From an optimization exercise on the open Yosys and OpenROAD flow, aimed at small area; shortcuts taken in it are not production practice.
In this exercise RTL edits were held to simulation tests only and were not proved equivalent to the original.
No activity file was given, so power comes from the tool's default toggle rates.

nickel:
Design top_axis_uart, start of the top module:
module top_axis_uart #(parameter DATA_BITS = 8) (
    input  wire       clk,
    input  wire       rst,
    input  wire [7:0] axis_data,
    input  wire       axis_valid,
    input  wire       axis_last,
    output wire       uart_tx,
    output wire       rx_valid,
    output wire       m_axis_ready,
    output wire [DATA_BITS-1:0] rx_data
);
    localparam CLK_RATE = 50000000;
    localparam BAUD     = 115200;
    localparam BDIV     = CLK_RATE / BAUD;
    localparam BW       = $clog2(BDIV);
    localparam [3:0] P_IDLE = 4'd0, P_START = 4'd1, P_PAR = 4'd10, P_STOP = 4'd11;
    reg [7:0] mem_data [0:7];
    reg       mem_last [0:7];
    reg [2:0] wr_ptr, rd_ptr;
    reg [3:0] count;
    reg       pend;         
    reg [7:0] dout;
    reg       dout_last;
    reg       uvalid;       
    reg       last_t;       
    reg [3:0]    ph;
    reg [BW-1:0] baud;
    reg          tx;
    reg [7:0]    rxd;
    wire full  = count[3];
    wire empty = (count == 4'd0);
    wire bend  = (baud == BDIV - 1);
    wire idle  = (ph == P_IDLE);
    wire go    = idle & uvalid & ~last_t;
    wire nidle = (idle & ~go) | ((ph == P_STOP) & bend);
    wire rd    = uvalid & nidle & ~empty;
    wire wr    = pend;
    wire [3:0] count_n  = count + {3'b0, wr} - {3'b0, rd};
    wire [2:0] wr_ptr_n = wr_ptr + {2'b0, wr};
    wire       pend_n   = axis_valid & ~full & ~count_n[3];
    always @(posedge clk) begin
        if (pend_n) mem_data[wr_ptr_n] <= axis_data;
        if (wr)     mem_last[wr_ptr]   <= axis_last;
    end
    always @(posedge clk or posedge rst) begin
        if (rst) begin
            wr_ptr <= 0; rd_ptr <= 0; count <= 0; pend <= 0;
            dout <= 0; dout_last <= 0; uvalid <= 0; last_t <= 0;
        end else begin
            pend   <= pend_n;
            wr_ptr <= wr_ptr_n;
            count  <= count_n;
            uvalid <= ~empty;
            last_t <= dout_last;
            if (rd) begin
                dout      <= mem_data[rd_ptr];
                dout_last <= mem_last[rd_ptr];
                rd_ptr    <= rd_ptr + 3'd1;
            end else
                dout_last <= 1'b0;
        end
    end
    wire [2:0] bidx = ph[2:0] - 3'd2;
    wire       dbit = dout[bidx];
  ...
Settings: LEC_CHECK=0, CAP_MARGIN=20, CORE_MARGIN=2, CORE_UTILIZATION=40, SLEW_MARGIN=20; clock period 10.0 ns.
standard.sh (not shown) runs the stock make flow with config.mk's settings and CLKGATE_MAP_FILE= SYNTH_SCRIPT=/design/flow/synth_recipe.tcl, a recipe that flattens the netlist after the stock synthesis.
==> flow/flow/run.sh <==
#!/bin/bash
set -e
export CTS_ARGS="-sink_clustering_enable -repair_clock_nets -dont_use_dummy_load -buf_list \"sky130_fd_sc_hd__clkbuf_1 sky130_fd_sc_hd__clkbuf_2 sky130_fd_sc_hd__clkbuf_4\""
export BUFFER_PORTS_ARGS="-buffer_cell sky130_fd_sc_hd__buf_1"
bash standard.sh > standard.log 2>&1
The following lists how ember was set up differently from nickel:
- setting CTS_CLUSTER_DIAMETER to 100 for the first time
- setting CTS_BUF_LIST to sky130_fd_sc_hd__clkbuf_8 for the first time
- setting CTS_CLUSTER_SIZE to 30 for the first time
==> flow/run.sh (new file) <==
#!/bin/bash
# synth_recipe.tcl (not shown) runs the flow's synth.tcl, then flattens the netlist and writes it again
# the make line also repeats each setting of config.mk as NAME=value (left out here)
make -C /OpenROAD-flow-scripts/flow DESIGN_CONFIG=/design/flow/config.mk WORK_HOME=/design/flow/orfs CLKGATE_MAP_FILE= SYNTH_SCRIPT=/design/flow/synth_recipe.tcl finish
removed: flow/flow/run.sh
removed: flow/standard.sh
### Flow results
In the reports for ember and nickel, the larger wire length belongs to ember.
The wire length of the first global-routing pass of ember and that of nickel are within noise of each other.
Diff nickel -> ember: post-route clock period utilization rose 1.8 points; maximum frequency fell about 4.3%; delay of the slowest critical-path stage fell 110 ps; global-route usage rose 0.32 points; detailed router's first-iteration violation count fell 35%.
Comparing ember against nickel, there is no change at all in number of buffers between clock root and the deepest sink.
Relative to nickel, the critical path depth of ember is lower by 9.
As of ember, overall power after layout had risen by more than 10% compared to nickel.

what the ideal ports hide:
The results above use ideal ports. As a check the final layouts listed here were re-extracted and re-timed, cells and wires unchanged. Step 1, drivers: a clkbuf_16 drives clk and a buf_2 each remaining input, both assumed. Step 2 adds t to the input delays and takes it off the output delays; t is the mean of the earliest and latest rising clock arrival at the registers after step 1. Input paths then give back, and output paths get back, about the clock's delay inside the block. Slacks: ideal / step 1 / step 2; pairs: ideal / step 1.
| run | t, ns | setup slack, ns | latest minus earliest clock arrival (ns) | worst data-port slew with drivers (ns) |
|---|---|---|---|---|
| nickel | 0.500 | 6.012 / 6.012 / 6.012 | 0.053 / 0.053 | 0.03 |
| ember | 0.457 | 5.831 / 5.798 / 5.938 | 0.012 / 0.011 | 0.03 |
After both steps setup and hold are still met in every run listed.
